This design comes from an exercise in tuning for small area, a short achievable clock period and few clock cycles per item on the open sky130 flow, not from production work. The RTL was checked by simulation tests, not by an equivalence proof against the original design. No activity file was given, so power comes from the tool's default toggle rates.

==> flow/design.v, too long to show whole: its modules and the start of the top module <==
// module WbRegs: 82 lines
// module iir_core: 3790 lines
// module IIR: 109 lines
module IIR #(
    parameter DW = 24,
    parameter CFGAW = 32,
    parameter CFGDW = 32,
    parameter COEFW = 18,
    parameter COEFQ = 16,
    parameter ORDER = 6,
    parameter STAGE_ORDER = 2
) (
    input  logic clk,
    input  logic rst,
    input  logic signed [DW-1:0] s_axis_tdata,
    input  logic s_axis_tvalid,
    output logic s_axis_tready,
    output logic signed [DW-1:0] m_axis_tdata,
    output logic m_axis_tvalid,
    input  logic m_axis_tready,
    input  logic cyc_i,
    input  logic stb_i,
    input  logic we_i,
    output logic ack_o,
    output logic stall_o,
    input  logic [CFGAW-1:0] addr_i,
    input  logic signed [CFGDW-1:0] data_i,
    output logic signed [CFGDW-1:0] data_o
);
  // ...
==> flow/run.sh <==
#!/bin/bash
# synth_recipe.tcl (not shown) runs the flow's synth.tcl, then flattens the netlist and writes it again
# the make line also repeats each setting of config.mk as NAME=value (left out here)
make -C /OpenROAD-flow-scripts/flow DESIGN_CONFIG=/design/flow/config.mk WORK_HOME=/design/flow/orfs CLKGATE_MAP_FILE= SYNTH_SCRIPT=/design/flow/synth_recipe.tcl finish
==> flow/config.mk <==
export PLATFORM = sky130hd
export DESIGN_NAME = IIR
export DESIGN_NICKNAME = IIR
export VERILOG_FILES = /design/flow/design.v
export SDC_FILE = /design/flow/constraint.sdc
export NUM_CORES = 4
export LEC_CHECK = 0
export CAP_MARGIN = 20
export CORE_MARGIN = 2
export CORE_UTILIZATION = 40
export SETUP_SLACK_MARGIN = 1.9
export SLEW_MARGIN = 20
==> flow/constraint.sdc <==
create_clock -name core_clock -period 8.0 [get_ports {clk}]
set_input_delay 1.6000 -clock core_clock [delete_from_list [all_inputs] [get_ports {clk}]]
set_output_delay 1.6000 -clock core_clock [all_outputs]
set_load 0.01 [all_outputs]
==> impl_metrics.env, run 1 <==
export IMPL_portBuffers=139
export IMPL_htree_num_levels=4
export IMPL_synth_nets=23800
export IMPL_p_comb_w=0.0907
export IMPL_power_density_nw_per_um2=515
export IMPL_holdWs_ns=0.447
export IMPL_n_all_buffers=1045
export IMPL_p_total_w=0.109
export IMPL_syn_area_per_cell_um2=9.67
export IMPL_p_clk_w=0.00764
export IMPL_worst_pin_slew_ns=1.24
export IMPL_grt_usage_pct=29.4
export IMPL_swShare_pct=52.1
export IMPL_final_max_slew_viol_count=0
export IMPL_path_delay_family="adder cells"
export IMPL_clk_latency_ns=0.97
export IMPL_cap_violations=0
export IMPL_fillerInstances=46200
export IMPL_use_met1_pct=39.3
export IMPL_io_pins=155
export IMPL_post_cts_setup_buffers=77
export IMPL_setup_tns_ns=0
export IMPL_status="timing/DRC/antenna clean"
export IMPL_dp_hpwl_um=584000
export IMPL_wl_per_cell_um=28.4
export IMPL_clock_area_share_pct=2.55
export IMPL_slowest_delay_ns=0.60
export IMPL_core_um2=481000
export IMPL_seq_cell_count=1196
export IMPL_ys_ff_latch=1196
export IMPL_gp_congestion=1.01
export IMPL_grt_start_max_net_pins=125
export IMPL_antenna_found_initial=39
export IMPL_holdCritPathClass="flip-flop to flip-flop"
Testbench counts, summed over its fixed seeds: cycles 2,104, items 2,048.
==> module WbRegs, before the edit <==
module WbRegs #(
    parameter CFGAW = 32,
    parameter CFGDW = 32,
    parameter REGW = 18,
    parameter N_CTL = 18
) (
    input  logic clk,
    input  logic cyc_i,
    input  logic stb_i,
    input  logic we_i,
    output logic ack_o,
    output logic stall_o,
    input  logic [CFGAW-1:0] addr_i,
    input  logic [CFGDW-1:0] data_i,
    output logic [CFGDW-1:0] data_o,
    output logic [N_CTL*REGW-1:0] ctl_regs,
    output logic [N_CTL/3*REGW-1:0] sel_regs
);
assign stall_o = 1'b0;
function automatic logic is_neg(input int i);
    is_neg = (i % 6) > 3;
endfunction
function automatic logic [REGW-1:0] enc(input logic [REGW-1:0] c);
    enc = c;
    for (int j = 1; j < REGW / 2; j++)
        enc[2*j] = c[2*j] ^ c[2*j-1];
endfunction
function automatic logic [REGW-1:0] dec(input logic [REGW-1:0] e);
    dec = e;
    for (int j = 1; j < REGW / 2; j++)
        dec[2*j] = e[2*j] ^ e[2*j-1];
endfunction
function automatic logic [REGW-1:0] bsel(input logic [REGW-1:0] e);
    logic lo;
    for (int j = 0; j < REGW / 2; j++) begin
        lo = (j > 0) ? e[2*j-1] : 1'b0;
        bsel[j] = ~e[2*j] & (e[2*j+1] ^ lo);
        bsel[REGW/2 + j] = e[2*j+1] & ~(~e[2*j] & lo);
    end
endfunction
logic [REGW-1:0] regs [N_CTL];
logic [REGW-1:0] sels [N_CTL/3];
logic [REGW-1:0] rd_raw;
logic rd_neg;
logic [REGW-1:0] do_r;
always_comb begin
    rd_raw = '0;
    rd_neg = 1'b0;
    for (int i = 0; i < N_CTL; i++) begin
        if (addr_i == CFGAW'(i)) begin
            rd_raw = dec(regs[i]);
            rd_neg = is_neg(i);
        end
    end
end
always @(posedge clk) begin
    ack_o <= cyc_i & stb_i;
    if (cyc_i && stb_i) begin
        if (we_i && addr_i < CFGAW'(N_CTL)) begin
            for (int i = 0; i < N_CTL; i++) begin
                if (addr_i == CFGAW'(i))
                    regs[i] <= enc(is_neg(i) ? -data_i[REGW-1:0] : data_i[REGW-1:0]);
            end
        end else begin
            do_r <= rd_neg ? -rd_raw : rd_raw;
        end
    end
end
assign data_o = {{(CFGDW-REGW){do_r[REGW-1]}}, do_r};
always @(posedge clk) begin
    for (int k = 0; k < N_CTL / 3; k++)
        sels[k] <= bsel(regs[(k / 2) * 6 + 4 + (k % 2)]);
end
generate
    for (genvar i = 0; i < N_CTL; i = i + 1) begin : flat
        assign ctl_regs[i*REGW +: REGW] = regs[i];
    end
    for (genvar i = 0; i < N_CTL / 3; i = i + 1) begin : flat_sel
        assign sel_regs[i*REGW +: REGW] = sels[i];
    end
endgenerate
endmodule
==> module IIR, before the edit <==
module IIR #(
    parameter DW = 24,
    parameter CFGAW = 32,
    parameter CFGDW = 32,
    parameter COEFW = 18,
    parameter COEFQ = 16,
    parameter ORDER = 6,
    parameter STAGE_ORDER = 2
) (
    input  logic clk,
    input  logic rst,
    input  logic signed [DW-1:0] s_axis_tdata,
    input  logic s_axis_tvalid,
    output logic s_axis_tready,
    output logic signed [DW-1:0] m_axis_tdata,
    output logic m_axis_tvalid,
    input  logic m_axis_tready,
    input  logic cyc_i,
    input  logic stb_i,
    input  logic we_i,
    output logic ack_o,
    output logic stall_o,
    input  logic [CFGAW-1:0] addr_i,
    input  logic signed [CFGDW-1:0] data_i,
    output logic signed [CFGDW-1:0] data_o
);
localparam NS = ORDER / STAGE_ORDER;
localparam CPS = 2 * (STAGE_ORDER + 1);
logic [NS*CPS*COEFW-1:0] coefs;
logic [NS*2*COEFW-1:0] sels;
WbRegs #(
    .CFGAW(CFGAW),
    .CFGDW(CFGDW),
    .REGW(COEFW),
    .N_CTL(NS*CPS)
) wb_regs_i (
    .clk,
    .cyc_i,
    .stb_i,
    .we_i,
    .ack_o,
    .stall_o,
    .addr_i,
    .data_i,
    .data_o,
    .ctl_regs(coefs),
    .sel_regs(sels)
);
logic vin;
logic [NS-1:0] vq, vl;
logic adv;
assign adv = !vl[NS-1] || m_axis_tready;
assign s_axis_tready = adv;
assign m_axis_tvalid = vl[NS-1];
logic [DW-1:0] xin, xh1;
always @(posedge clk) begin
    if (adv) begin
        vin <= s_axis_tvalid;
    end
    if (s_axis_tvalid && adv) begin
        xin <= s_axis_tdata;
        xh1 <= xin;
    end
    if (adv) begin
        vq <= {vl[NS-2:0], vin};
        vl <= vq;
    end
    if (rst) begin
        vin <= 1'b0;
        vq <= '0;
        vl <= '0;
        xin <= '0;
        xh1 <= '0;
    end
end
logic [NS*DW-1:0] y1, y2;
generate
    for (genvar s = 0; s < NS; s = s + 1) begin : sos
        logic [DW-1:0] x, x1;
        logic vx;
        if (s == 0) begin : first
            assign x = xin;
            assign x1 = xh1;
            assign vx = vin;
        end else begin : chained
            assign x = y1[(s-1)*DW +: DW];
            assign x1 = y2[(s-1)*DW +: DW];
            assign vx = vl[s-1];
        end
        iir_core #(
            .DW(DW),
            .COEFW(COEFW)
        ) iir_core_i (
            .clk,
            .rst,
            .adv,
            .vx,
            .vq(vq[s]),
            .x,
            .xh1(x1),
            .coefs(coefs[s*CPS*COEFW +: CPS*COEFW]),
            .sels(sels[s*2*COEFW +: 2*COEFW]),
            .yo(y1[s*DW +: DW]),
            .y2(y2[s*DW +: DW])
        );
    end
endgenerate
assign m_axis_tdata = y1[(NS-1)*DW +: DW];
endmodule
==> run 2: changes to the inputs <==
--- a/flow/design.v
+++ b/flow/design.v
@@ -16,3 +16,3 @@
     output logic [N_CTL*REGW-1:0] ctl_regs,
-    output logic [N_CTL/3*REGW-1:0] sel_regs
+    output logic [N_CTL/3*(REGW*3/2)-1:0] sel_regs
 );
@@ -32,3 +32,3 @@
 endfunction
-function automatic logic [REGW-1:0] bsel(input logic [REGW-1:0] e);
+function automatic logic [REGW*3/2-1:0] bsel(input logic [REGW-1:0] e);
     logic lo;
@@ -38,2 +38,3 @@
         bsel[REGW/2 + j] = e[2*j+1] & ~(~e[2*j] & lo);
+        bsel[REGW + j] = ~(e[2*j+1] & ~(~e[2*j] & lo));
     end
@@ -41,3 +42,3 @@
 logic [REGW-1:0] regs [N_CTL];
-logic [REGW-1:0] sels [N_CTL/3];
+logic [REGW*3/2-1:0] sels [N_CTL/3];
 logic [REGW-1:0] rd_raw;
@@ -78,3 +79,3 @@
     for (genvar i = 0; i < N_CTL / 3; i = i + 1) begin : flat_sel
-        assign sel_regs[i*REGW +: REGW] = sels[i];
+        assign sel_regs[i*(REGW*3/2) +: REGW*3/2] = sels[i];
     end
@@ -94,3 +95,3 @@
     input  logic [6*COEFW-1:0] coefs,
-    input  logic [2*COEFW-1:0] sels,
+    input  logic [3*COEFW-1:0] sels,
     output logic [DW-1:0] yo,
@@ -255,4 +256,5 @@
 logic [8:0] cn1_one, cn1_two, cn1_xn, cn1_nc;
-logic [17:0] cn1_sel;
-assign cn1_sel = sels[0 +: 18];
+logic [26:0] cn1_sel;
+logic [8:0] cn1_xnb;
+assign cn1_sel = sels[0 +: 27];
 assign cn1_one[0] = cn1[0];
@@ -261,2 +263,3 @@
 assign cn1_nc[0] = cn1_sel[9];
+assign cn1_xnb[0] = cn1_sel[18];
 assign cn1_one[1] = cn1[2];
@@ -265,2 +268,3 @@
 assign cn1_nc[1] = cn1_sel[10];
+assign cn1_xnb[1] = cn1_sel[19];
 assign cn1_one[2] = cn1[4];
@@ -269,2 +273,3 @@
 assign cn1_nc[2] = cn1_sel[11];
+assign cn1_xnb[2] = cn1_sel[20];
 assign cn1_one[3] = cn1[6];
@@ -273,2 +278,3 @@
 assign cn1_nc[3] = cn1_sel[12];
+assign cn1_xnb[3] = cn1_sel[21];
 assign cn1_one[4] = cn1[8];
@@ -277,2 +283,3 @@
 assign cn1_nc[4] = cn1_sel[13];
+assign cn1_xnb[4] = cn1_sel[22];
 assign cn1_one[5] = cn1[10];
@@ -281,2 +288,3 @@
 assign cn1_nc[5] = cn1_sel[14];
+assign cn1_xnb[5] = cn1_sel[23];
 assign cn1_one[6] = cn1[12];
@@ -285,2 +293,3 @@
 assign cn1_nc[6] = cn1_sel[15];
+assign cn1_xnb[6] = cn1_sel[24];
 assign cn1_one[7] = cn1[14];
@@ -289,2 +298,3 @@
 assign cn1_nc[7] = cn1_sel[16];
+assign cn1_xnb[7] = cn1_sel[25];
 assign cn1_one[8] = cn1[16];
@@ -293,2 +303,3 @@
 assign cn1_nc[8] = cn1_sel[17];
+assign cn1_xnb[8] = cn1_sel[26];
 logic [DW-1:0] yq;
@@ -3095,3 +3106,4 @@
 logic [23:0] pp_yn1_t [9];
-assign pp_yn1_t[0] = y1 ^ {24{cn1_xn[0]}};
+assign pp_yn1_t[0][11:0] = y1[11:0] ^ {12{cn1_xn[0]}};
+assign pp_yn1_t[0][23:12] = ~(y1[23:12] ^ {12{cn1_xnb[0]}});
 assign pp_yn1[0][0] = (cn1_one[0] & pp_yn1_t[0][0]) | (cn1_two[0] & cn1_xn[0]);
@@ -3121,3 +3133,4 @@
 assign pp_yn1[0][24] = (cn1_one[0] & pp_yn1_t[0][23]) | (cn1_two[0] & pp_yn1_t[0][23]);
-assign pp_yn1_t[1] = y1 ^ {24{cn1_xn[1]}};
+assign pp_yn1_t[1][11:0] = y1[11:0] ^ {12{cn1_xn[1]}};
+assign pp_yn1_t[1][23:12] = ~(y1[23:12] ^ {12{cn1_xnb[1]}});
 assign pp_yn1[1][0] = (cn1_one[1] & pp_yn1_t[1][0]) | (cn1_two[1] & cn1_xn[1]);
@@ -3147,3 +3160,4 @@
 assign pp_yn1[1][24] = (cn1_one[1] & pp_yn1_t[1][23]) | (cn1_two[1] & pp_yn1_t[1][23]);
-assign pp_yn1_t[2] = y1 ^ {24{cn1_xn[2]}};
+assign pp_yn1_t[2][11:0] = y1[11:0] ^ {12{cn1_xn[2]}};
+assign pp_yn1_t[2][23:12] = ~(y1[23:12] ^ {12{cn1_xnb[2]}});
 assign pp_yn1[2][0] = (cn1_one[2] & pp_yn1_t[2][0]) | (cn1_two[2] & cn1_xn[2]);
@@ -3173,3 +3187,4 @@
 assign pp_yn1[2][24] = (cn1_one[2] & pp_yn1_t[2][23]) | (cn1_two[2] & pp_yn1_t[2][23]);
-assign pp_yn1_t[3] = y1 ^ {24{cn1_xn[3]}};
+assign pp_yn1_t[3][11:0] = y1[11:0] ^ {12{cn1_xn[3]}};
+assign pp_yn1_t[3][23:12] = ~(y1[23:12] ^ {12{cn1_xnb[3]}});
 assign pp_yn1[3][0] = (cn1_one[3] & pp_yn1_t[3][0]) | (cn1_two[3] & cn1_xn[3]);
@@ -3199,3 +3214,4 @@
 assign pp_yn1[3][24] = (cn1_one[3] & pp_yn1_t[3][23]) | (cn1_two[3] & pp_yn1_t[3][23]);
-assign pp_yn1_t[4] = y1 ^ {24{cn1_xn[4]}};
+assign pp_yn1_t[4][11:0] = y1[11:0] ^ {12{cn1_xn[4]}};
+assign pp_yn1_t[4][23:12] = ~(y1[23:12] ^ {12{cn1_xnb[4]}});
 assign pp_yn1[4][0] = (cn1_one[4] & pp_yn1_t[4][0]) | (cn1_two[4] & cn1_xn[4]);
@@ -3225,3 +3241,4 @@
 assign pp_yn1[4][24] = (cn1_one[4] & pp_yn1_t[4][23]) | (cn1_two[4] & pp_yn1_t[4][23]);
-assign pp_yn1_t[5] = y1 ^ {24{cn1_xn[5]}};
+assign pp_yn1_t[5][11:0] = y1[11:0] ^ {12{cn1_xn[5]}};
+assign pp_yn1_t[5][23:12] = ~(y1[23:12] ^ {12{cn1_xnb[5]}});
 assign pp_yn1[5][0] = (cn1_one[5] & pp_yn1_t[5][0]) | (cn1_two[5] & cn1_xn[5]);
@@ -3251,3 +3268,4 @@
 assign pp_yn1[5][24] = (cn1_one[5] & pp_yn1_t[5][23]) | (cn1_two[5] & pp_yn1_t[5][23]);
-assign pp_yn1_t[6] = y1 ^ {24{cn1_xn[6]}};
+assign pp_yn1_t[6][11:0] = y1[11:0] ^ {12{cn1_xn[6]}};
+assign pp_yn1_t[6][23:12] = ~(y1[23:12] ^ {12{cn1_xnb[6]}});
 assign pp_yn1[6][0] = (cn1_one[6] & pp_yn1_t[6][0]) | (cn1_two[6] & cn1_xn[6]);
@@ -3277,3 +3295,4 @@
 assign pp_yn1[6][24] = (cn1_one[6] & pp_yn1_t[6][23]) | (cn1_two[6] & pp_yn1_t[6][23]);
-assign pp_yn1_t[7] = y1 ^ {24{cn1_xn[7]}};
+assign pp_yn1_t[7][11:0] = y1[11:0] ^ {12{cn1_xn[7]}};
+assign pp_yn1_t[7][23:12] = ~(y1[23:12] ^ {12{cn1_xnb[7]}});
 assign pp_yn1[7][0] = (cn1_one[7] & pp_yn1_t[7][0]) | (cn1_two[7] & cn1_xn[7]);
@@ -3303,3 +3322,4 @@
 assign pp_yn1[7][24] = (cn1_one[7] & pp_yn1_t[7][23]) | (cn1_two[7] & pp_yn1_t[7][23]);
-assign pp_yn1_t[8] = y1 ^ {24{cn1_xn[8]}};
+assign pp_yn1_t[8][11:0] = y1[11:0] ^ {12{cn1_xn[8]}};
+assign pp_yn1_t[8][23:12] = ~(y1[23:12] ^ {12{cn1_xnb[8]}});
 assign pp_yn1[8][0] = (cn1_one[8] & pp_yn1_t[8][0]) | (cn1_two[8] & cn1_xn[8]);
@@ -3901,3 +3921,3 @@
 logic [NS*CPS*COEFW-1:0] coefs;
-logic [NS*2*COEFW-1:0] sels;
+logic [NS*3*COEFW-1:0] sels;
 WbRegs #(
@@ -3973,3 +3993,3 @@
             .coefs(coefs[s*CPS*COEFW +: CPS*COEFW]),
-            .sels(sels[s*2*COEFW +: 2*COEFW]),
+            .sels(sels[s*3*COEFW +: 3*COEFW]),
             .yo(y1[s*DW +: DW]),
--- a/flow/config.mk
+++ b/flow/config.mk
@@ -10,3 +10,3 @@
 export CORE_UTILIZATION = 40
-export SETUP_SLACK_MARGIN = 1.9
+export SETUP_SLACK_MARGIN = 1.5
 export SLEW_MARGIN = 20
==> run 2 against run 1 <==
Sequential share of layout area rose by 0.41 points. Critical path depth did not move. Utilization fell by 0.60 points. Still clean. Fmax fell by 0.70%. Highest routed layer unchanged.
==> impl_metrics.env, run 2 <==
export IMPL_cap_violations=0
export IMPL_endpoint_kind="flip-flop"
export IMPL_synthMostInstantiatedCell="fa_1"
export IMPL_clk_latency_ns=0.99
export IMPL_drt_wl_total_um=713000
export IMPL_p_total_w=0.100
export IMPL_cts_inserted_buffers=159
export IMPL_synth_top_area_share_pct=33.8
export IMPL_netlist_area_um2=194000
export IMPL_grt_start_max_net_pins=83
export IMPL_synthArstFlopShare_pct=0
export IMPL_cp_max_fo=8
export IMPL_ys_types=92
export IMPL_holdWs_ns=0.449
export IMPL_cts_tree="done"
export IMPL_drt_iter0_drc=16500
export IMPL_rows=255
export IMPL_ys_warn_count=15
export IMPL_gp_congestion=1.00
export IMPL_status="timing/DRC/antenna clean"
export IMPL_dp_hpwl_um=575000
export IMPL_largest_register="wb_regs_i.regs"
export IMPL_power_density_nw_per_um2=480
export IMPL_worst_pin_slew_ns=1.21
export IMPL_synth_area_top_cells="fa_1 34%, xnor2_1 11%, a22oi_1 9.3%"
export IMPL_dieArea_um2=490000
export IMPL_fillerInstances=46900
export IMPL_synth_top_cell_by_area="fa_1"
export IMPL_fin_skew_ns=0.140
export IMPL_post_route_period_util_pct=79.1
export IMPL_grt_pass1_vias=156000
export IMPL_critPathSlowestCell="fa_1"
export IMPL_max_freq_mhz=158
export IMPL_path_buf_inv=5
export IMPL_path_delay_family="adder cells"
export IMPL_p_leak_nw=84.9
export IMPL_vdd_ir_drop_max_mv=1.32
export IMPL_path_class="flip-flop to flip-flop"
export IMPL_largest_reg_flops=324
export IMPL_die_y_um=700
export IMPL_multi_input_area_um2=147000
export IMPL_overflow=0
export IMPL_finalHoldViolCount=0
export IMPL_grt_pass1_wl_um=1050000
export IMPL_syn_area_per_cell_um2=9.62
export IMPL_rsz0062_at_grt="no"
export IMPL_synth_common_cells="3267 x fa_1, 2886 x inv_1, 2397 x a22oi_1, 2393 x xnor2_1, 1361 x clkbuf_1"
export IMPL_finalCriticalPeriod_ns=6.33
export IMPL_core_um2=482000
export IMPL_vias=152000
export IMPL_synth_nets=24000
export IMPL_critPathLaunchType="flip-flop"
export IMPL_cts_sinks=1223
export IMPL_syn2layout_area_growth_pct=7.80
export IMPL_clk_path_buf_depth=4
export IMPL_cp_required_ns=8.78
export IMPL_synth_edf_count=582
export IMPL_cts_root_buf="clkbuf_16"
export IMPL_num_nets_final=23200
export IMPL_drc=0
export IMPL_portBuffers=139
export IMPL_path_cells="clkinvlp_4, buf_6, buf_4, o22ai_1, o21ai_1, fa_1, fa_1, fa_1, fa_1, fa_1, inv_1, ha_4, a21oi_2, o211ai_1, a2111oi_4, o21a_2, o211ai_1, and3_1, a2111oi_2, buf_4, a21oi_1, xnor2_2, o22ai_1"
export IMPL_slowest_delay_ns=0.56
export IMPL_grt_usage_pct=28.5
export IMPL_holdCritPathClass="flip-flop to flip-flop"
export IMPL_setup_tns_ns=0
export IMPL_path_clk_slew_ns=0.07
export IMPL_utilization_pct=43.3
export IMPL_first_pass_iters=8
export IMPL_drive_above_1_share_pct=7.07
export IMPL_synth_yosys_seq_area_share_pct=15.6
export IMPL_synth_flop_cell="dfxtp_1"
export IMPL_maxSlewHeadroom_pct=17.9
export IMPL_holdBufCountCts=0
export IMPL_setup_slack_ns=1.67
export IMPL_antenna_found_initial=41
export IMPL_io_pins=155
export IMPL_setup_viol=0
export IMPL_wl_per_cell_um=27.5
export IMPL_crit_path_frequent_cell="fa_1"
export IMPL_drtAntennaViolNets=0
export IMPL_synth_cells=20100
export IMPL_cp_arrival_ns=7.10
export IMPL_ys_ff_latch=1223
export IMPL_layout_common_cells="3261 x fa_1, 2881 x inv_1, 2397 x a22oi_1"
export IMPL_start_util_pct=40.2
export IMPL_final_max_slew_viol_count=0
export IMPL_die_w_um=700
export IMPL_vias_per_cell=5.84
export IMPL_htree_num_levels=4
export IMPL_post_place_ws_ns=1.05
export IMPL_layout_commonest_cell="fa_1"
export IMPL_regArea_um2=30400
-- run 2: cell count changes after synthesis, sizes merged, moves of 25 or more --
cell     change
a221oi      +25
a22oi       -31
dfxtp       +27
inv         +56
nand2       +45
nand2b      +31
nor2        +93
nor2b       -48
nor3        -37
o21ai       +59
o22ai       +65
o2bb2ai     -32
xnor2      +230
xor2       -260
-- run 2: what timing repair did --
item,in CTS,in global routing
pin swaps,2,14
cloned,1,0
endpoints found under the setup margin,61,64
setup buffers,25,27
gates resized for setup,63,91
-- run 2: cell families after synthesis --
family / count (synthesis) / share of synthesized area [%]
adder cells (fa/ha/maj): 3751 / 36.9
other: 1 / 0.00194
AO/OA/AOI/OAI: 4755 / 17.3
AND/OR/NAND/NOR: 2133 / 4.69
buffers and inverters: 4697 / 9.15
multiplexers: 133 / 0.800
XOR/XNOR: 3436 / 15.5
flip-flops: 1223 / 15.6
-- run 2: worst min-delay path: cells and delay by family, from the launching register on --
family	cells	cell delay, ns
flops	1	0.30
simple gates	1	0.05
compound gates	1	0.05
-- run 2: metal layers --
layer / share of wire [%] / GRT usage (%) / vias to the layer above
li1: - / - / 64700
met1: 41 / 38.0 / 77500
met2: 45 / 45.0 / 7671
met3: 9.6 / 6.24 / 1557
met4: 4.9 / 11.7 / 24
met5: 0.023 / 0 / -
-- run 2: final timing paths --
kind	end	start	slack (ns)	depth (start not counted)
worst max-delay path	sos[2].iir_core_i.y1[21]	wb_regs_i.regs[16][4]	1.67	23
worst min-delay path	sos[0].iir_core_i.f[13]	sos[0].iir_core_i.f[13]	0.45	2
worst max register to register	sos[2].iir_core_i.y1[21]	wb_regs_i.regs[16][4]	1.67	23
worst min register to register	sos[0].iir_core_i.f[13]	sos[0].iir_core_i.f[13]	0.45	2
-- run 2: metrics by stage --
step / instance area, um2 / cells
floorplan: 194000 / 20100
global placement: 202000 / 25600
detailed placement: 202000 / 25600
CTS: 208000 / 25900
global route: 209000 / 25900
finish: 209000 / 25900
-- run 2: report_power, final --
group	internal [W]	total, W	switching [W]
combinational	0.0338	0.0820	0.0482
clock	0.00441	0.00769	0.00329
sequential	0.00964	0.0106	0.000959
-- run 2: cell type report --
class	count	area share, %
sequential	1223	14.6
clock buffer	204	2.08
clock inverter	87	0.521
inverter	2904	5.23
timing repair buffer	859	3.35
antenna	12	0.0144
multi-input combinational	14200	70.4
tap	6425	3.85
timing repair inverter	1	0.00360
Testbench counts of run 2, summed over its fixed seeds: cycles 2,104, items 2,048.
==> run 3: changes to the inputs <==
--- a/flow/config.mk
+++ b/flow/config.mk
@@ -10,3 +10,3 @@
 export CORE_UTILIZATION = 40
-export SETUP_SLACK_MARGIN = 1.5
+export SETUP_SLACK_MARGIN = 2.2
 export SLEW_MARGIN = 20
==> run 3 against run 2 <==
First-iteration DRC count increased by 12%. Routed wire length increased by 2.3%. Critical path depth increased by 1. Highest routed layer unchanged. Synthesized area unchanged. Largest power group unchanged. Sequential power about the same. Critical path type unchanged. Sequential share of layout area decreased by 0.27 points.
==> impl_metrics.env, run 3 <==
export IMPL_grt_start_max_net_pins=84
export IMPL_setup_tns_ns=0
export IMPL_cap_violations=0
export IMPL_dp_cells=25600
export IMPL_endpoint_kind="flip-flop"
export IMPL_drive_above_1_share_pct=9.95
export IMPL_overflow=0
export IMPL_p_total_w=0.115
export IMPL_clk_latency_ns=0.94
export IMPL_cts_root_buf="clkbuf_16"
export IMPL_syn2layout_area_growth_pct=10.3
export IMPL_critPathLaunchType="flip-flop"
export IMPL_grt_pass1_wl_um=1060000
export IMPL_synthArstFlopShare_pct=0
export IMPL_cp_required_ns=8.83
export IMPL_stdcell_count=26200
export IMPL_power_density_nw_per_um2=540
export IMPL_synth_flop_cell="dfxtp_1"
export IMPL_setup_viol=0
export IMPL_fillerInstances=46300
export IMPL_start_util_pct=40.2
export IMPL_cts_inserted_buffers=161
export IMPL_largest_reg_flops=324
export IMPL_drc=0
export IMPL_ys_ff_latch=1223
export IMPL_vias=155000
export IMPL_path_class="flip-flop to flip-flop"
export IMPL_cts_sinks=1223
export IMPL_p_leak_nw=86.9
export IMPL_grt_usage_pct=28.8
export IMPL_first_pass_iters=9
export IMPL_clk_path_buf_depth=4
export IMPL_holdCritPathClass="flip-flop to flip-flop"
export IMPL_layout_common_cells="3224 x fa_1, 2856 x inv_1, 2376 x a22oi_1"
export IMPL_finalCriticalPeriod_ns=5.95
export IMPL_drt_iter0_drc=18500
export IMPL_die_y_um=700
export IMPL_synth_nets=24000
export IMPL_die_w_um=700
export IMPL_ys_warn_count=15
export IMPL_hp_start="sos[1].iir_core_i.p_c[7]"
export IMPL_dp_hpwl_um=572000
export IMPL_final_max_slew_viol_count=0
export IMPL_drtAntennaViolNets=0
export IMPL_layout_commonest_cell="fa_1"
export IMPL_fin_skew_ns=0.0852
export IMPL_rrSetupSlack_ns=2.05
export IMPL_dieArea_um2=490000
export IMPL_gp_congestion=1.04
export IMPL_vdd_ir_drop_max_mv=1.63
export IMPL_ys_types=92
export IMPL_status="timing/DRC/antenna clean"
export IMPL_crit_start="wb_regs_i.sels[4][2]"
export IMPL_grt_pass1_vias=158000
export IMPL_synthMostInstantiatedCell="fa_1"
export IMPL_largest_register="wb_regs_i.regs"
export IMPL_use_met3_pct=6.69
export IMPL_synth_common_cells="3267 x fa_1, 2886 x inv_1, 2397 x a22oi_1, 2393 x xnor2_1, 1361 x clkbuf_1"
export IMPL_use_met1_pct=37.9
export IMPL_synth_top_cell_by_area="fa_1"
export IMPL_synth_yosys_seq_area_share_pct=15.6
export IMPL_cp_max_fo=10
export IMPL_synth_cells=20100
export IMPL_vias_per_cell=5.90
export IMPL_syn_area_per_cell_um2=9.62
export IMPL_max_freq_mhz=168
export IMPL_finalHoldViolCount=0
export IMPL_io_pins=155
export IMPL_holdBufCountCts=0
export IMPL_num_nets_final=23500
export IMPL_post_route_period_util_pct=74.4
export IMPL_cp_arrival_ns=6.77
export IMPL_synth_top_area_share_pct=33.8
export IMPL_antenna_found_initial=35
export IMPL_portBuffers=139
export IMPL_utilization_pct=44.3
export IMPL_drt_wl_total_um=729000
export IMPL_grt_busiest_layer="met2"
export IMPL_maxSlewHeadroom_pct=10.5
export IMPL_wl_per_cell_um=27.8
export IMPL_worst_pin_slew_ns=1.33
export IMPL_rows=255
export IMPL_r2r_start="wb_regs_i.sels[4][2]"
export IMPL_path_clk_slew_ns=0.06
export IMPL_cts_tree="done"
export IMPL_use_met2_pct=45.3
export IMPL_synth_edf_count=582
export IMPL_netlist_area_um2=194000
export IMPL_htree_num_levels=4
export IMPL_rsz0062_at_grt="yes"
export IMPL_synth_area_top_cells="fa_1 34%, xnor2_1 11%, a22oi_1 9.3%"
export IMPL_core_um2=482000
run 3: path summary, 6_finish.rpt:
check | endpoint | depth (start not counted)
setup / recovery | sos[2].iir_core_i.y1[19] | 24
setup reg to reg | sos[2].iir_core_i.y1[19] | 24
hold reg to reg | sos[1].iir_core_i.p_c[7] | 2
hold / removal | sos[1].iir_core_i.p_c[7] | 2
run 3: kinds of logic after synthesis:
family / Yosys count / synth area share, %
other: 1 / 0.00194
muxes: 133 / 0.800
xor gates and xnor gates: 3436 / 15.5
and+or+nand+nor: 2133 / 4.69
buffers and inverters: 4697 / 9.15
adders and majority gates: 3751 / 36.9
AOI/OAI and AO/OA: 4755 / 17.3
DFF: 1223 / 15.6
run 3: layout make-up:
class	instances	area (um2)	share of cell area (%)
tap	6425	8040	3.76
inverter	2904	11000	5.13
clock buffer	210	4510	2.11
clock inverter	82	911	0.426
multi-input combinational	14200	149000	69.8
antenna	21	52.6	0.0246
timing repair inverter	2	12.5	0.00585
sequential	1223	30600	14.3
timing repair buffer	1104	9490	4.44
run 3: worst max-delay path, cell delays in order (launching register included):
cell and delay (ns):
dfxtp_4 0.36, buf_12 0.12, clkinvlp_4 0.08, buf_8 0.14
o22ai_2 0.15, o21ai_2 0.08, fa_2 0.51, inv_1 0.05
fa_1 0.51, inv_2 0.05, fa_2 0.34, fa_2 0.54
fa_1 0.42, inv_2 0.08, ha_4 0.21, a21o_1 0.19
a22o_4 0.29, a2111oi_4 0.32, o21a_4 0.21, o211ai_1 0.17
and3_4 0.21, a2111oi_4 0.32, buf_4 0.18, xnor2_2 0.07
a22o_1 0.21
run 3: stage by stage:
stage          setup slack (ns)  instance area, um2  hold WS (ns)
2_1_floorplan              2.19              194000         0.417
3_3_place_gp              0.997              202000         0.438
3_5_place_dp              0.956              202000         0.443
4_1_cts                    2.12              211000         0.450
5_1_grt                    1.91              214000         0.465
6_report                   2.05              214000         0.448
run 3: report_power, final:
part / internal [W] / switching (W)
logic: 0.0421 / 0.0550
clock network: 0.00436 / 0.00327
registers: 0.00973 / 0.00100
run 3: layer usage:
layer | routed length (um) | up-vias
met5 | 416 | -
met4 | 41200 | 28
met3 | 75800 | 1883
met2 | 324000 | 8640
met1 | 287000 | 78700
li1 | - | 65300
run 3: repair_timing:
| action | in CTS | in global routing |
|---|---|---|
| gates resized for setup | 391 | 298 |
| pin swaps | 71 | 114 |
| gates cloned | 9 | 19 |
| buffers inserted | 149 | 131 |
| setup endpoints to repair | 353 | 248 |
==> run 4: changes to the inputs <==
--- a/flow/config.mk
+++ b/flow/config.mk
@@ -10,3 +10,3 @@
 export CORE_UTILIZATION = 40
-export SETUP_SLACK_MARGIN = 2.2
+export SETUP_SLACK_MARGIN = 1.9
 export SLEW_MARGIN = 20
==> run 4 against run 3 <==
Still clean. Worst setup slack got worse by 0.052 ns. Die area unchanged. Fmax decreased by 0.86%. Flip-flop and latch count unchanged. Largest cell class unchanged. Largest power group unchanged.
==> impl_metrics.env, run 4 <==
export IMPL_cap_violations=0
export IMPL_setup_viol=0
export IMPL_largest_reg_flops=324
export IMPL_holdCritPathClass="flip-flop to flip-flop"
export IMPL_synth_nets=24000
export IMPL_synth_common_cells="3267 x fa_1, 2886 x inv_1, 2397 x a22oi_1, 2393 x xnor2_1, 1361 x clkbuf_1"
export IMPL_post_route_period_util_pct=75.0
export IMPL_grt_start_max_net_pins=129
export IMPL_max_freq_mhz=167
export IMPL_synth_cells=20100
export IMPL_rsz0062_at_grt="yes"
export IMPL_cts_sinks=1223
export IMPL_synth_top_cell_by_area="fa_1"
export IMPL_clk_path_buf_depth=4
export IMPL_wl_per_cell_um=27.9
export IMPL_rows=255
export IMPL_synth_flop_cell="dfxtp_1"
export IMPL_drt_wl_total_um=725000
export IMPL_die_y_um=700
export IMPL_syn_area_per_cell_um2=9.62
export IMPL_io_pins=155
export IMPL_path_class="flip-flop to flip-flop"
export IMPL_power_clock_fraction_pct=7.2
export IMPL_path_clk_slew_ns=0.06
export IMPL_grt_usage_pct=28.8
export IMPL_largest_register="wb_regs_i.regs"
export IMPL_cts_root_buf="clkbuf_16"
export IMPL_fin_skew_ns=0.137
export IMPL_p_comb_share_pct=82.8
export IMPL_synthMostInstantiatedCell="fa_1"
export IMPL_first_pass_iters=9
export IMPL_layout_common_cells="3249 x fa_1, 2874 x inv_1, 2392 x a22oi_1"
export IMPL_ys_warn_count=15
export IMPL_synth_top_area_share_pct=33.8
export IMPL_setup_slack_ns=2.00
export IMPL_p_leak_nw=85.6
export IMPL_synth_area_top_cells="fa_1 34%, xnor2_1 11%, a22oi_1 9.3%"
export IMPL_synth_yosys_seq_area_share_pct=15.6
export IMPL_worst_pin_slew_ns=1.25
export IMPL_power_density_nw_per_um2=505
export IMPL_stdcell_count=26000
export IMPL_finalCriticalPeriod_ns=6.00
export IMPL_num_nets_final=23300
export IMPL_grt_pass1_vias=156000
export IMPL_drt_iter0_drc=17000
export IMPL_vias=153000
export IMPL_endpoint_kind="flip-flop"
export IMPL_vdd_ir_drop_max_mv=1.38
export IMPL_gp_congestion=1.02
export IMPL_cp_arrival_ns=6.81
export IMPL_start_util_pct=40.2
export IMPL_multi_input_area_um2=148000
export IMPL_post_place_ws_ns=0.936
export IMPL_holdBufCountCts=0
export IMPL_finalHoldViolCount=0
export IMPL_htree_num_levels=4
export IMPL_netSwitchingPower_w=0.0555
export IMPL_fillerInstances=46500
export IMPL_status="timing/DRC/antenna clean"
export IMPL_cts_inserted_buffers=163
export IMPL_layout_commonest_cell="fa_1"
export IMPL_setup_tns_ns=0
export IMPL_core_um2=482000
export IMPL_cp_max_fo=7
export IMPL_vias_per_cell=5.87
export IMPL_critPathLaunchType="flip-flop"
export IMPL_dieArea_um2=490000
export IMPL_portBuffers=139
export IMPL_dp_cells=25600
export IMPL_p_seq_share_pct=10.0
export IMPL_synthArstFlopShare_pct=0
export IMPL_cp_required_ns=8.81
export IMPL_syn2layout_area_growth_pct=8.76
export IMPL_maxSlewHeadroom_pct=16.8
export IMPL_antenna_found_initial=41
export IMPL_clk_latency_ns=0.99
export IMPL_regArea_um2=30600
export IMPL_dp_hpwl_um=577000
export IMPL_cts_tree="done"
export IMPL_swShare_pct=52.2
export IMPL_ys_types=92
export IMPL_final_max_slew_viol_count=0
export IMPL_holdWs_ns=0.447
export IMPL_p_int_w=0.0509
export IMPL_drc=0
export IMPL_overflow=0
export IMPL_die_w_um=700
export IMPL_netlist_area_um2=194000
export IMPL_ys_ff_latch=1223
export IMPL_drive_above_1_share_pct=8.31
export IMPL_grt_pass1_wl_um=1060000
export IMPL_synth_edf_count=582
export IMPL_drtAntennaViolNets=0
==> run 4: cell counts after synthesis <==
Identical to the previous run, type by type.
==> run 4: logic make-up after synthesis <==
| kind of cell | Yosys count | share of synthesized area, % |
|---|---|---|
| other | 1 | 0.00194 |
| xor gates and xnor gates | 3436 | 15.5 |
| adders and majority gates | 3751 | 36.9 |
| DFF | 1223 | 15.6 |
| buffers and inverters | 4697 | 9.15 |
| and+or+nand+nor | 2133 | 4.69 |
| muxes | 133 | 0.800 |
| AOI/OAI and AO/OA | 4755 | 17.3 |
==> run 4: timing repair <==
item | in CTS | in global routing
endpoints found under the hold margin | 0 | 0
endpoints found under the setup margin | 156 | 230
cloned | 2 | 7
pin swaps | 14 | 57
buffers inserted | 46 | 69
resized for setup | 171 | 234
==> run 4: area by class of cell <==
cell class	instances	area share, %
Antenna cell	12	0.0143
Clock buffer	223	2.15
Clock inverter	75	0.422
Inverter	2904	5.19
Multi-Input combinational cell	14200	70.1
Sequential cell	1223	14.5
Tap cell	6425	3.82
Timing Repair Buffer	948	3.76
Timing Repair inverter	1	0.00356
==> run 4: stage by stage <==
step                cell area [um2]  util, %  power [W]
floorplan                    194000        -     0.0660
global placement             203000     42.0     0.0907
detailed placement           203000     42.0     0.0927
CTS                          209000     43.3      0.100
global route                 211000     43.7      0.116
finish                       211000     43.7      0.106
==> run 4: layer usage <==
layer  vias up  wire, um  global-route usage, %  part of all wire, %
met5         -       217                      0                0.030
li1      64900         -                      -                    -
met3      1624     72400                   6.68                   10
met2      8116    323000                   45.2                   45
met4        26     37500                   12.0                  5.2
met1     78000    292000                   38.3                   40
==> run 4: worst paths after layout <==
| kind | cells after the start | slack [ns] | to | startpoint |
|---|---|---|---|---|
| worst min-delay path | 2 | 0.45 | sos[1].iir_core_i.p_c[23] | sos[1].iir_core_i.p_c[23] |
| worst max-delay path | 23 | 2.00 | sos[2].iir_core_i.y1[21] | wb_regs_i.regs[16][4] |
| worst min register to register | 2 | 0.45 | sos[1].iir_core_i.p_c[23] | sos[1].iir_core_i.p_c[23] |
| worst max register to register | 23 | 2.00 | sos[2].iir_core_i.y1[21] | wb_regs_i.regs[16][4] |
==> run 4: power by group through the flow <==
stage	Clock, W	Combinational (W)	Sequential (W)
final	0.00765	0.0881	0.0106
after global routing	0.00798	0.0976	0.0107
after CTS	0.00777	0.0817	0.0106
after detailed placement	0	0.0819	0.0108
after global placement	0	0.0799	0.0107
after floorplan	0	0.0558	0.0102
==> run 4: worst max-delay path: stages (launching register included) <==
cell,delay [ns]
edfxtp_1,0.45
inv_4,0.10
buf_12,0.16
o22ai_4,0.12
o21ai_2,0.07
fa_1,0.48
inv_1,0.05
fa_1,0.53
inv_2,0.05
fa_2,0.35
fa_1,0.48
fa_1,0.50
inv_2,0.05
ha_4,0.25
a21o_1,0.19
a22o_4,0.28
a2111oi_4,0.29
o21a_2,0.24
o211ai_1,0.17
and3_1,0.22
a2111oi_4,0.33
a21oi_2,0.12
xnor2_2,0.22
o22ai_1,0.10

## what the ideal ports hide
How much do the figures lean on ideal ports? The routed layouts below were timed once more, with nothing changed but the port constraints.
Step 1: set_driving_cell puts a clkbuf_16 on clk and a buf_2 on each other input, an assumption about the parent block.
Step 2 also shifts input and output timing later by t, the mid clock arrival at the registers, as if the neighbouring blocks saw the same clock.
Three values: ideal, step 1, step 2; two values: the first two.
| run | shift t [ns] | slack for setup (ns) | hold slack, ns | worst setup path after step 2 | pins driven straight from the clock port |
|---|---|---|---|---|---|
| run 1 | 1.050 | 1.719 / 1.719 / 1.074 | 0.447 / 0.447 / 0.447 | input to register | 1 |
| run 2 | 1.048 | 1.674 / 1.674 / 1.071 | 0.449 / 0.449 / 0.449 | input to register | 1 |
| run 3 | 1.026 | 2.052 / 2.010 / 0.984 | 0.448 / 0.448 / 0.448 | input to register | 1 |
| run 4 | 1.052 | 2.000 / 2.000 / 1.028 | 0.447 / 0.447 / 0.447 | input to register | 1 |
After both steps setup and hold are still met in every run listed. For run 3, which loses most, drivers alone change the setup slack by -0.042 ns; drivers and shift together by -1.068 ns.
